Background: an optimization exercise with open tools, aiming at small area, a short achievable clock period and few clock cycles per item. Do not read the settings as production practice. Where RTL was checked, it was by simulation tests only, not by an equivalence proof against the original. Power figures rest on the tool's default switching activity, not on a simulated workload.

// wallace_multi
module wallace_multi (
    input clk,
    input rst,
    input [15:0] a,
    input [15:0] b,
    output reg [31:0] p,
    output reg done
);
    wire c225;
    wire c227;
    wire c229;
    wire c231;
    wire c233;
    wire c235;
    wire c237;
    wire c239;
    wire c243;
    wire c245;
    wire c247;
    wire c251;
    wire c253;
    wire c255;
    wire c257;
    wire c261;
    wire c263;
    wire c265;
    wire c270;
    wire c273;
    wire c275;
    wire c277;
    wire c279;
    wire c284;
    wire c286;
    wire c288;
    wire c290;
    wire c292;
    wire c297;
    wire c299;
    wire c301;
    wire c303;
    wire c305;
    wire c307;
    wire c312;
    wire c314;
    wire c316;
    wire c318;
    wire c320;
    wire c325;
    wire c329;
    wire c331;
    wire c333;
    wire c335;
    wire c337;
    wire c339;
    wire c344;
    wire c347;
    wire c349;
    wire c351;
    wire c353;
    wire c355;
    wire c357;
    wire c362;
    wire c365;
    wire c367;
    wire c369;
    wire c371;
    wire c373;
    wire c375;
    wire c380;
    wire c384;
    wire c386;
    wire c388;
    wire c390;
    wire c392;
    wire c394;
    wire c396;
    wire c401;
    wire c403;
  ...
==> flow/config.mk <==
export PLATFORM = sky130hd
export DESIGN_NAME = wallace_multi
export DESIGN_NICKNAME = wallace_multi
export VERILOG_FILES = /design/flow/design.v
export SDC_FILE = /design/flow/constraint.sdc
export NUM_CORES = 4
export LEC_CHECK = 0
export CAP_MARGIN = 20
export CORE_MARGIN = 2
export CORE_UTILIZATION = 40
export CTS_BUF_LIST = sky130_fd_sc_hd__clkbuf_8
export CTS_CLUSTER_DIAMETER = 80
export CTS_CLUSTER_SIZE = 16
export SETUP_SLACK_MARGIN = 1.9
export SLEW_MARGIN = 20
export SYNTH_HIERARCHICAL = 1
==> flow/constraint.sdc <==
create_clock -name core_clock -period 4.0 [get_ports {clk}]
set_input_delay 0.8000 -clock core_clock [delete_from_list [all_inputs] [get_ports {clk}]]
set_output_delay 0.8000 -clock core_clock [all_outputs]
set_load 0.01 [all_outputs]
standard.sh (not shown) runs the stock make flow with config.mk's settings and CLKGATE_MAP_FILE= SYNTH_SCRIPT=/design/flow/synth_recipe.tcl, a recipe that flattens the netlist after the stock synthesis.
==> flow/flow/run.sh <==
#!/bin/bash
set -euo pipefail
export BUFFER_PORTS_ARGS="-buffer_cell sky130_fd_sc_hd__buf_1"
bash standard.sh finish > orfs_make.log 2>&1
The starting point finished with timing, DRC and antenna clean.
Testbench counts at the start, summed over its fixed seeds: cycles 16,024, items 16,000.
Change:
Settings changed: CORE_UTILIZATION 40 to 50.
Result: Clock skew goes up by 0.011 ns; design area came out lower by 0.57%; sequential share of layout area rose by 0.31 points; via count went up by 2.3%; fmax went down by 1.1%; worst setup slack is worse by 0.024 ns; power fell by 1.1%; cell count came out lower by 5.4%; core utilization is higher by 12 points; first-iteration DRC count goes down by 32%.

wallace_multi, a different RTL version from the one above (not shown whole).
For scale: ~820 cells after synthesis, about 67 I/O pins.
export LEC_CHECK = 0
export CAP_MARGIN = 20
export CORE_MARGIN = 2
export CORE_UTILIZATION = 50
export CTS_BUF_LIST = sky130_fd_sc_hd__clkbuf_8
export CTS_CLUSTER_DIAMETER = 80
export CTS_CLUSTER_SIZE = 16
export SETUP_SLACK_MARGIN = 1.9
export SLEW_MARGIN = 20
export SYNTH_HIERARCHICAL = 1
create_clock -name core_clock -period 4.0 [get_ports {clk}]
Scripts as last shown in full above: flow/flow/run.sh
Testbench counts at the start, summed over its fixed seeds: cycles 16,024, items 16,000.
==> next run, changes <==
--- a/flow/config.mk
+++ b/flow/config.mk
@@ -10 +10 @@
-export CORE_UTILIZATION = 50
+export CORE_UTILIZATION = 40
Non-clock buffer count fell by 9.
Via count drops by 3.5%.
Wire length is lower by 2.4%.
Power barely changes.
Final cell count grows by 4.6%.
==> next run, changes <==
--- a/flow/config.mk
+++ b/flow/config.mk
@@ -14 +14 @@
-export SETUP_SLACK_MARGIN = 1.9
+export SETUP_SLACK_MARGIN = 1.8
Clock skew is higher by 0.0083 ns.
Worst setup slack is worse by 0.083 ns.
Power is lower by 3.5%.
Routed wire length is higher by 1.1%.
Die area stays the same.
Flip-flop and latch count stays the same.
Final cell count hardly moves.
Fmax is lower by 3.9%.

Another version of the RTL of wallace_multi (not shown whole).
Size: ~230 flip-flops, about 67 I/O pins.
Design wallace_multi, start of the top module:
module wallace_multi (
    input clk,
    input rst,
    input [15:0] a,
    input [15:0] b,
    output reg [31:0] p,
    output reg done
);
Settings: LEC_CHECK=0, CAP_MARGIN=20, CORE_MARGIN=2, CORE_UTILIZATION=40, CTS_BUF_LIST=sky130_fd_sc_hd__clkbuf_8, CTS_CLUSTER_DIAMETER=80, CTS_CLUSTER_SIZE=16, SETUP_SLACK_MARGIN=1.6, SLEW_MARGIN=20, SYNTH_HIERARCHICAL=1; clock period 4.0 ns.
==> flow/flow/run.sh <==
#!/bin/bash
set -euo pipefail
export BUFFER_PORTS_ARGS="-buffer_cell sky130_fd_sc_hd__buf_2"
bash standard.sh finish > orfs_make.log 2>&1
The baseline finished with timing, DRC and antenna clean.
Testbench counts at the start, summed over its fixed seeds: cycles 16,024, items 16,000.
Next try:
Settings changed: SETUP_SLACK_MARGIN 1.6 to 2.0.
Routed wire length grows by a little under a tenth.
Core utilization rises by 3.8 points.
Cell area is higher by a little under a tenth.
Worst hold slack gains 0.012 ns.
Clock-buffer cell count rises by 1.
Synthesized cell count stays the same.
Next try:
Settings changed: SETUP_SLACK_MARGIN 2.0 to 1.8.
Utilization fell by 2.6 points; clock skew increases by 0.0072 ns; die area stays the same; design area drops by a few percent.
Next try:
==> flow/flow/run.sh (replaced) <==
#!/bin/bash
set -euo pipefail
export BUFFER_PORTS_ARGS="-buffer_cell sky130_fd_sc_hd__buf_1"
bash standard.sh finish > orfs_make.log 2>&1
Settings changed: CTS_CLUSTER_DIAMETER 80 to 100, CTS_CLUSTER_SIZE 16 to 20.
Outcome:
- count of clock-buffer cells in the layout fell by 5
- die area stays the same
- power goes down by 1.7%
Next try:
Settings changed: CTS_CLUSTER_DIAMETER 100 to 80, CTS_CLUSTER_SIZE 20 to 16.
After rerunning: The changed run passed the timing, DRC and antenna checks; global-route usage barely changes; area after synthesis stays the same; clock skew went down by 0.010 ns; synthesized cell count stays the same; register-to-register slack improves by 0.02 ns; routed wire length is higher by 0.34%; total power is higher by 2.2%; first-iteration DRC count came out lower by 11%; clock-buffer cell count is higher by 5; non-clock buffer count is higher by 4.

wallace_multi, a different RTL version from the one above (not shown whole).
Size in the first run: about 840 cells after synthesis, roughly 11000 um2 of cells after synthesis.
export LEC_CHECK = 0
export CAP_MARGIN = 20
export CORE_MARGIN = 2
export CORE_UTILIZATION = 60
export SETUP_SLACK_MARGIN = 1.6
export SLEW_MARGIN = 20
export SYNTH_HIERARCHICAL = 1
create_clock -name core_clock -period 4.0 [get_ports {clk}]
==> flow/flow/run.sh <==
#!/bin/bash
set -euo pipefail
export BUFFER_PORTS_ARGS="-buffer_cell sky130_fd_sc_hd__buf_2"
bash standard.sh finish > orfs_make.log 2>&1
The starting point completed with no timing, DRC or antenna violations.
Testbench counts at the start, summed over its fixed seeds: cycles 16,024, items 16,000.
Change:
Settings changed: CORE_UTILIZATION 60 to 40, CTS_BUF_LIST from default to sky130_fd_sc_hd__clkbuf_8, CTS_CLUSTER_DIAMETER from default to 80, CTS_CLUSTER_SIZE from default to 16.
What happened: The new run ran to the end with no violations. Utilization shrinks by 25 points. Sequential power barely changes. Global-route usage shrinks by 7.2 points. Final cell count grows by a little under a tenth. Sequential cell count is unchanged. Die area grows by well over a third.
Change:
Settings changed: CTS_BUF_LIST sky130_fd_sc_hd__clkbuf_8 to sky130_fd_sc_hd__clkbuf_4, CTS_CLUSTER_DIAMETER 80 to 60, CTS_CLUSTER_SIZE 16 to 10.
The changed run completed without violations.
Power goes up slightly.
Worst hold slack is better by 0.16 ns.
Final cell count goes up slightly.
Area after synthesis does not change.
Via count goes up slightly.
Cell area goes up slightly.
Core utilization goes up by 0.40 points.
Synthesized cell count does not change.
Non-clock buffer count goes up by 1.
Change:
Settings changed: CTS_CLUSTER_DIAMETER 60 to default, CTS_CLUSTER_SIZE 10 to default.
Utilization grows by 1.2 points.
Setup slack gets better by 0.015 ns.
Fmax rises slightly.
Count of clock-buffer cells in the layout went up by 50.
Non-clock buffer count fell by 6.
Die area does not change.
Critical path depth stays the same.

fjord:
Another version of the RTL of wallace_multi (not shown whole).
Size: roughly 67 I/O pins.
Settings: LEC_CHECK=0, CAP_MARGIN=20, CORE_MARGIN=2, CORE_UTILIZATION=40, SETUP_SLACK_MARGIN=0.8, SLEW_MARGIN=20, SYNTH_HIERARCHICAL=1; clock period 4.0 ns.
Scripts as last shown in full above: flow/flow/run.sh
The following lists how nickel was set up differently from fjord:
==> flow/run.sh (new file) <==
#!/bin/bash
# synth_recipe.tcl (not shown) runs the flow's synth.tcl, then flattens the netlist and writes it again
# the make line also repeats each setting of config.mk as NAME=value (left out here)
make -C /OpenROAD-flow-scripts/flow DESIGN_CONFIG=/design/flow/config.mk WORK_HOME=/design/flow/orfs CLKGATE_MAP_FILE= SYNTH_SCRIPT=/design/flow/synth_recipe.tcl finish
removed: flow/flow/run.sh
removed: flow/standard.sh
Results
Hold slack: nickel vs fjord up 0.16 ns
As far as synthesized cell count goes, nickel and fjord are indistinguishable; the numbers are identical.
From fjord to nickel the numbers moved as follows: placer congestion estimate went down 1.1%; cell area after layout went up 3.1%; clock-cell share of area went down 0.19 points; delay of the slowest cell on the worst path went up 0.08 ns; setup slack after layout went up 0.0071 ns.
Compared fjord against nickel; maximum frequency within noise.
r21 as the timing startpoint of the critical path was reported by nickel, and r49 by fjord.
No functional check of the RTL was part of any run of this note.

Another version of the RTL of wallace_multi (not shown whole).
Size in the first run: ~920 cells after synthesis, ~320 flip-flops, ~0.013 mm^2 of cells after synthesis.
==> flow/design.v (excerpt) <==
module wallace_multi (
    input clk,
    input rst,
    input [15:0] a,
    input [15:0] b,
    output reg [31:0] p,
    output reg done
);
Settings: LEC_CHECK=0, CAP_MARGIN=20, CORE_MARGIN=2, CORE_UTILIZATION=55, CTS_BUF_LIST=sky130_fd_sc_hd__clkbuf_8, CTS_CLUSTER_DIAMETER=80, CTS_CLUSTER_SIZE=16, SETUP_SLACK_MARGIN=2.0, SLEW_MARGIN=20, SYNTH_HIERARCHICAL=1; clock period 4.0 ns.
==> flow/flow/run.sh <==
#!/bin/bash
set -euo pipefail
export BUFFER_PORTS_ARGS="-buffer_cell sky130_fd_sc_hd__buf_2"
bash standard.sh finish > orfs_make.log 2>&1
Testbench counts at the start, summed over its fixed seeds: cycles 16,032, items 16,000.
Change:
==> flow/flow/run.sh (replaced) <==
#!/bin/bash
set -euo pipefail
export BUFFER_PORTS_ARGS="-buffer_cell sky130_fd_sc_hd__buf_1"
bash standard.sh finish > orfs_make.log 2>&1
CORE_UTILIZATION = 40   (was 55)
The changed run passed the timing, DRC and antenna checks.
Cell count increases by a little under a tenth.
Worst setup slack loses 0.016 ns.
Wire length rises by a few percent.
Non-clock buffer count decreases by 4.
Core utilization came out lower by 17 points.
Critical path depth stays the same.
Total power is higher slightly.
Sequential cell count is unchanged.
Synthesized cell count is unchanged.
Hold slack loses 0.25 ns.
Change:
==> flow/flow/run.sh (replaced) <==
#!/bin/bash
set -euo pipefail
export BUFFER_PORTS_ARGS="-buffer_cell sky130_fd_sc_hd__buf_2"
bash standard.sh finish > orfs_make.log 2>&1
=> Cell count hardly moves; wire length fell by 0.98%; first-iteration DRC count rose by 33%; worst hold slack gets better by 0.26 ns.
Change:
SETUP_SLACK_MARGIN = 2.2   (was 2.0)
The new run ran to the end with no violations. Worst setup slack improves by 0.017 ns. Design area increases by 4.2%. Die area is unchanged. Worst hold slack degrades by 0.019 ns. Power increases by 4.4%. Maximum frequency increases by 0.89%. Wire length grows by 3.8%. Synthesized area does not change.

==> what the ideal ports hide <==
Ports are ideal in the flow. The routed layouts listed here were re-timed in OpenROAD.
Step 1 (the two cells are an assumption about what drives the block):
set clk [get_ports {clk}]
set_driving_cell -lib_cell sky130_fd_sc_hd__clkbuf_16 $clk
set_driving_cell -lib_cell sky130_fd_sc_hd__buf_2 [delete_from_list [all_inputs] $clk]
Step 2 also shifts input and output timing later by t, the mid clock arrival at the registers, as if the neighbouring blocks saw the same clock.
Three values: ideal, step 1, step 2; two values: the first two.
run | t (ns) | setup slack, ns | worst setup path at the end | latest minus earliest clock arrival (ns)
the first run of note 1 | 0.573 | 1.825 / 1.825 / 1.825 | register to register | 0.024 / 0.025
the second run of note 1 | 0.561 | 1.800 / 1.800 / 1.800 | register to register | 0.036 / 0.036
the first run of note 2 | 0.552 | 1.912 / 1.912 / 1.912 | register to register | 0.025 / 0.025
the second run of note 2 | 0.555 | 1.938 / 1.938 / 1.938 | register to register | 0.018 / 0.018
the third run of note 2 | 0.567 | 1.855 / 1.855 / 1.855 | register to register | 0.024 / 0.024
the first run of note 3 | 0.559 | 1.621 / 1.621 / 1.621 | register to register | 0.029 / 0.029
the second run of note 3 | 0.566 | 1.814 / 1.814 / 1.814 | register to register | 0.022 / 0.022
the third run of note 3 | 0.571 | 1.788 / 1.788 / 1.788 | register to register | 0.027 / 0.027
the fourth run of note 3 | 0.548 | 1.792 / 1.792 / 1.792 | register to register | 0.025 / 0.025
the fifth run of note 3 | 0.558 | 1.813 / 1.813 / 1.813 | register to register | 0.014 / 0.014
the first run of note 4 | 0.558 | 1.525 / 1.525 / 1.525 | register to register | 0.011 / 0.011
the second run of note 4 | 0.569 | 1.591 / 1.591 / 1.591 | register to register | 0.014 / 0.014
the third run of note 4 | 0.728 | 1.573 / 1.573 / 1.573 | register to register | 0.028 / 0.029
the fourth run of note 4 | 0.704 | 1.587 / 1.587 / 1.587 | register to register | 0.033 / 0.033
fjord | 0.465 | 0.907 / 0.907 / 0.907 | register to register | 0.010 / 0.009
nickel | 0.465 | 0.914 / 0.914 / 0.914 | register to register | 0.011 / 0.011
the first run of note 6 | 0.609 | 2.043 / 2.043 / 2.043 | register to register | 0.017 / 0.017
the second run of note 6 | 0.607 | 2.028 / 2.028 / 2.028 | register to register | 0.018 / 0.018
the third run of note 6 | 0.605 | 2.029 / 2.029 / 2.029 | register to register | 0.023 / 0.023
the fourth run of note 6 | 0.609 | 2.046 / 2.046 / 2.046 | register to register | 0.043 / 0.043
After both steps every run listed still meets setup and hold.
